This is an optimization exercise on Yosys and OpenROAD, whose aim is small area, not a production implementation. Only simulation tests tie the RTL to the original design; equivalence was not proved. The clock port is modelled as an ideal driver, which makes a skipped or thinned clock tree look cheaper than it is; a real chip needs a root buffer or a tree. Power is estimated from default activity; no workload was simulated.

==> flow/design.v (excerpt) <==
module Clock_one #(parameter MAINCLOCK = 15)
	(
	 input    clk,
	 input    rst,
	 input    [1:0]swch,
	 input 	 BUT1,
	 input 	 BUT2,
	 output   [15:0]OUTCR
	 );
function [3:0] inc10(input [3:0] q);
	inc10 = {q[3] ? !q[0] : (q[0] & q[1] & q[2]),
	         q[2] ^ (q[0] & q[1]),
	         q[1] ^ (q[0] & !q[3]),
	         !q[0]};
endfunction
function [2:0] inc6(input [2:0] q);
	inc6 = {q[2] ? !q[0] : (q[0] & q[1]),
	        q[1] ^ (q[0] & !q[2]),
	        !q[0]};
endfunction
function [5:0] inc24(input [5:0] h);
	if (h[5] & h[1] & h[0]) inc24 = 6'd0;
	else inc24 = {h[5] | (h[4] & h[3] & h[0]), h[4] ^ (h[3] & h[0]), inc10(h[3:0])};
endfunction
reg  [15:0] RG;
reg         tikTak;
wire        rg_last = RG[15] & RG[14] & RG[9] & RG[8] & RG[6] & RG[4];
always @(posedge clk) begin
	if (rst | rg_last) RG <= 16'd0;
	else RG <= RG + 1'b1;
	tikTak <= !rst & rg_last;
end
wire sec1KHZ   = (RG[5:0] == 6'h28);
wire SETtikTak = (RG[13:0] == 14'd12501);
wire [3:0]  db_in = {BUT2, BUT1, swch[1], swch[0]};
reg  [3:0]  db_d, db_v, db_full, db_deb;
reg  [11:0] db_cnt;
integer i;
always @(posedge clk)
	if (rst) begin
		db_d    <= 4'b0;
		db_v    <= 4'b0;
		db_full <= 4'hf;
		db_deb  <= 4'b0;
	end
	else if (sec1KHZ) begin
		db_d <= db_in;
		db_v <= db_d;
		for (i = 0; i < 4; i = i + 1) begin
			if (db_full[i]) db_deb[i] <= db_v[i];
			if (db_d[i] != db_v[i]) db_full[i] <= 1'b0;
			else if (&db_cnt[3*i +: 3]) db_full[i] <= 1'b1;
		end
	end
always @(posedge clk)
	if (sec1KHZ)
		for (i = 0; i < 4; i = i + 1)
			db_cnt[3*i +: 3] <= (db_d[i] != db_v[i]) ? 3'd0 : db_cnt[3*i +: 3] + 1'b1;
wire in_BUT3 = db_deb[0];    
wire in_BUT4 = db_deb[1];    
wire in_BUT1 = db_deb[2];
wire in_BUT2 = db_deb[3];
wire mode_set   = in_BUT3 & in_BUT4;
wire mode_alarm = !in_BUT3 & !in_BUT4;
reg  [3:0] Reg_milisecth, Reg_milisecsec, Reg_milisecfrst;
  ...
Size: about 490 cells after synthesis, about 99 flip-flops, ~22 I/O pins.
Settings: LEC_CHECK=0, CAP_MARGIN=20, CORE_MARGIN=2, CORE_UTILIZATION=80, SLEW_MARGIN=20; clock period 10.0 ns.
standard.sh (not shown) runs the stock make flow with config.mk's settings and CLKGATE_MAP_FILE= SYNTH_SCRIPT=/design/flow/synth_recipe.tcl, a recipe that flattens the netlist after the stock synthesis.
==> flow/flow/run.sh <==
#!/bin/bash
# Own layout flow: the standard flow (standard.sh) with
#  - synthesis identical to the standard one up to technology mapping, but
#    with an area-oriented ABC script and without the half/full-adder cell
#    mapping; the smallest of a few ABC scripts is kept, and its registers
#    are checked against the standard synthesis (same names and cell types);
#  - in place of ORFS's clock tree, MY_CTS_K buffers fed by the clock port,
#    each driving a compact group of registers (cts_clusters.tcl);
#  - the smallest buffer on every port.
# Every tool's output goes to a log file in this folder.
set -euo pipefail
W=$PWD
P=$FLOW_PLATFORM

# synth_recipe.tcl with the abc override after its first line.
{ head -1 synth_recipe.tcl; cat flow/abc_proc.tcl; tail -n +2 synth_recipe.tcl; } > synth_area.tcl

# standard.sh's make command with another WORK_HOME and synthesis script.
variant() { # variant WORK_HOME SYNTH_SCRIPT_AND_EXTRA > script
  sed -e "s#WORK_HOME=[^ ]*#WORK_HOME=$1#" -e "s#SYNTH_SCRIPT=[^ ]*#SYNTH_SCRIPT=$2#" standard.sh
}
regs() { grep -E '^\s*sky130_fd_sc_hd__[a-z0-9_]+ ' "$1" | awk '$1 ~ /__(df|edf|sdf|dl)/ {print $1, $2}' | sort; }
area() { grep 'Chip area' "$1" | awk '{print $NF}'; }

# Standard synthesis, for reference.
variant "$W/std" "$W/synth_recipe.tcl" > std.sh
bash std.sh synth > std_synth.log 2>&1
regs std/results/$P/Clock_one/base/1_2_yosys.v > std_regs.txt
echo "standard synthesis: $(area std/reports/$P/Clock_one/base/synth_stat.txt) um2, $(wc -l < std_regs.txt) registers"

best=""; best_area=""
for s in flow/abc_*.script; do
  n=$(basename $s .script)
  variant "$W/try_$n" "$W/synth_area.tcl ADDER_MAP_FILE=" > try_$n.sh
  MY_ABC_SCRIPT=$W/$s bash try_$n.sh synth > synth_$n.log 2>&1 || { echo "$n: synthesis failed"; continue; }
  regs try_$n/results/$P/Clock_one/base/1_2_yosys.v > regs_$n.txt
  if ! cmp -s regs_$n.txt std_regs.txt; then echo "$n: registers differ from the standard synthesis"; continue; fi
  a=$(area try_$n/reports/$P/Clock_one/base/synth_stat.txt)
  echo "$n: $a um2"
  if [[ -z "$best" ]] || awk "BEGIN{exit !($a < $best_area)}"; then best=$n; best_area=$a; fi
done
[[ -n "$best" ]] || { echo "no area synthesis kept the standard registers"; exit 1; }
echo "using $best"

variant "$W/orfs" "$W/synth_area.tcl ADDER_MAP_FILE=" > area.sh
MY_ABC_SCRIPT=$W/flow/$best.script bash area.sh synth > synth.log 2>&1
regs orfs/results/$P/Clock_one/base/1_2_yosys.v > regs_final.txt
cmp regs_final.txt std_regs.txt

export PRE_CTS_TCL=$W/flow/cts_clusters.tcl
export MY_CTS_K=4 MY_CTS_LEAF=sky130_fd_sc_hd__buf_12 MY_CTS_ROOT=
export BUFFER_PORTS_ARGS="-buffer_cell sky130_fd_sc_hd__buf_1"
bash standard.sh > layout.log 2>&1
tail -3 layout.log
Other scripts of this flow, unchanged in this note and not shown: flow/flow/abc_a3.script, flow/flow/abc_b3.script, flow/flow/abc_b5.script, flow/flow/abc_c1.script, flow/flow/abc_c4.script, flow/flow/abc_c5.script, flow/flow/abc_proc.tcl, flow/flow/cts_clusters.tcl
The starting point completed without violations.
==> next run, changes <==
--- a/flow/design.v
+++ b/flow/design.v
@@ -59,16 +59,19 @@
 wire in_BUT3 = db_deb[0];    
 wire in_BUT4 = db_deb[1];    
 wire in_BUT1 = db_deb[2];
 wire in_BUT2 = db_deb[3];
 wire mode_set   = in_BUT3 & in_BUT4;
 wire mode_alarm = !in_BUT3 & !in_BUT4;
+reg  [1:0] dyn_g;
+always @(posedge clk)
+	if (rst) dyn_g <= 2'b0;
+	else if (sec1KHZ) dyn_g <= {dyn_g[0], !dyn_g[1]};
 reg  [3:0] Reg_milisecth, Reg_milisecsec, Reg_milisecfrst;
 wire ms_c0 = Reg_milisecth[3] & Reg_milisecth[0];
 wire ms_c1 = ms_c0 & Reg_milisecsec[3] & Reg_milisecsec[0];
-wire [1:0] dyn = {Reg_milisecth[1] ^ Reg_milisecsec[0], Reg_milisecth[0]};
 always @(posedge clk)
 	if (rst) begin
 		Reg_milisecth   <= 4'd0;
 		Reg_milisecsec  <= 4'd0;
 		Reg_milisecfrst <= 4'd0;
 	end
@@ -138,42 +141,42 @@
 	else beep_cnt <= beep_cnt + 1'b1;
 	if (rst) clk_1k <= 1'b0;
 	else if (beep_top & ALARM) clk_1k <= !clk_1k;
 end
 reg [3:0] digit;
 always @* begin
-	case ({in_BUT4, in_BUT3, dyn})
+	case ({in_BUT4, in_BUT3, dyn_g})
 		4'b0000: digit = Reg_minTT;
 		4'b0001: digit = {1'b0, Reg_mTT};
-		4'b0010: digit = Reg_HourTT;
-		4'b0011: digit = {2'b0, Reg_TT};
+		4'b0011: digit = Reg_HourTT;
+		4'b0010: digit = {2'b0, Reg_TT};
 		4'b0100: digit = Reg_secundes;
 		4'b0101: digit = {1'b0, Reg_secten};
-		4'b0110: digit = Reg_minutes;
-		4'b0111: digit = {1'b0, Reg_minten};
+		4'b0111: digit = Reg_minutes;
+		4'b0110: digit = {1'b0, Reg_minten};
 		4'b1000: digit = Reg_milisecth;
 		4'b1001: digit = Reg_milisecsec;
-		4'b1010: digit = Reg_milisecfrst;
-		4'b1011: digit = Reg_secundes;
+		4'b1011: digit = Reg_milisecfrst;
+		4'b1010: digit = Reg_secundes;
 		4'b1100: digit = Reg_minutes;
 		4'b1101: digit = {1'b0, Reg_minten};
-		4'b1110: digit = Reg_HourJun;
+		4'b1111: digit = Reg_HourJun;
 		default: digit = {2'b0, Reg_HourSen};
 	endcase
 end
 wire A = digit[3], B = digit[2], C = digit[1], D = digit[0];
 assign OUTCR[10] = A | C | (B & D) | (!B & !D);
 assign OUTCR[9]  = !B | (C & D) | (!C & !D);
 assign OUTCR[8]  = B | !C | D;
 assign OUTCR[7]  = A | (!B & !D) | (!B & C) | (C & !D) | (B & !C & D);
 assign OUTCR[6]  = (!B & !D) | (C & !D);
 assign OUTCR[5]  = A | (!C & !D) | (B & !C) | (B & !D);
 assign OUTCR[4]  = A | (!B & C) | (B & !C) | (C & !D);
-assign OUTCR[3] = dyn != 2'd0;
-assign OUTCR[2] = dyn != 2'd1;
-assign OUTCR[1] = dyn != 2'd2;
-assign OUTCR[0] = dyn != 2'd3;
+assign OUTCR[3] = dyn_g[1] | dyn_g[0];
+assign OUTCR[2] = dyn_g[1] | !dyn_g[0];
+assign OUTCR[1] = !(dyn_g[1] & dyn_g[0]);
+assign OUTCR[0] = !dyn_g[1] | dyn_g[0];
 assign OUTCR[11] = Reg_secundes[0];
 assign OUTCR[12] = RG[15];
 assign OUTCR[13] = clk_1k;
 assign OUTCR[15:14] = 2'b11;
 endmodule
Result: The changed run finished with timing, DRC and antenna clean. Power increases slightly. Global-route usage goes down by 1.5 points. Final cell count came out higher by a few percent. Utilization went up by 0.23 points. Worst setup slack loses 0.11 ns. Cell area is higher slightly. Fmax fell by a few percent. Critical path depth is lower by 1. Die area went up slightly.
No run of this note takes its clock network from TritonCTS; it comes from the design's own scripts or RTL.

==> separate check: timing with driven ports <==
How much do the figures lean on ideal ports? The routed layouts below were timed once more, with nothing changed but the port constraints.
Step 1, drivers: a clkbuf_16 drives clk and a buf_2 each remaining input, both assumed.
Step 2 adds t to the input delays and takes it off the output delays; t is the mean of the earliest and latest rising clock arrival at the registers after step 1. Input paths then give back, and output paths get back, about the clock's delay inside the block.
Three values: ideal, step 1, step 2; two values: the first two.
run | shift t [ns] | slack for setup (ns) | worst setup path after step 2 | clock arrival spread, ns | worst slew at a driven data input, ns
the first run | 0.218 | 5.357 / 5.267 / 5.485 | register to output | 0.011 / 0.012 | 0.03
the second run | 0.214 | 5.243 / 5.159 / 5.373 | register to output | 0.010 / 0.011 | 0.04
After both steps every run listed still meets setup and hold.
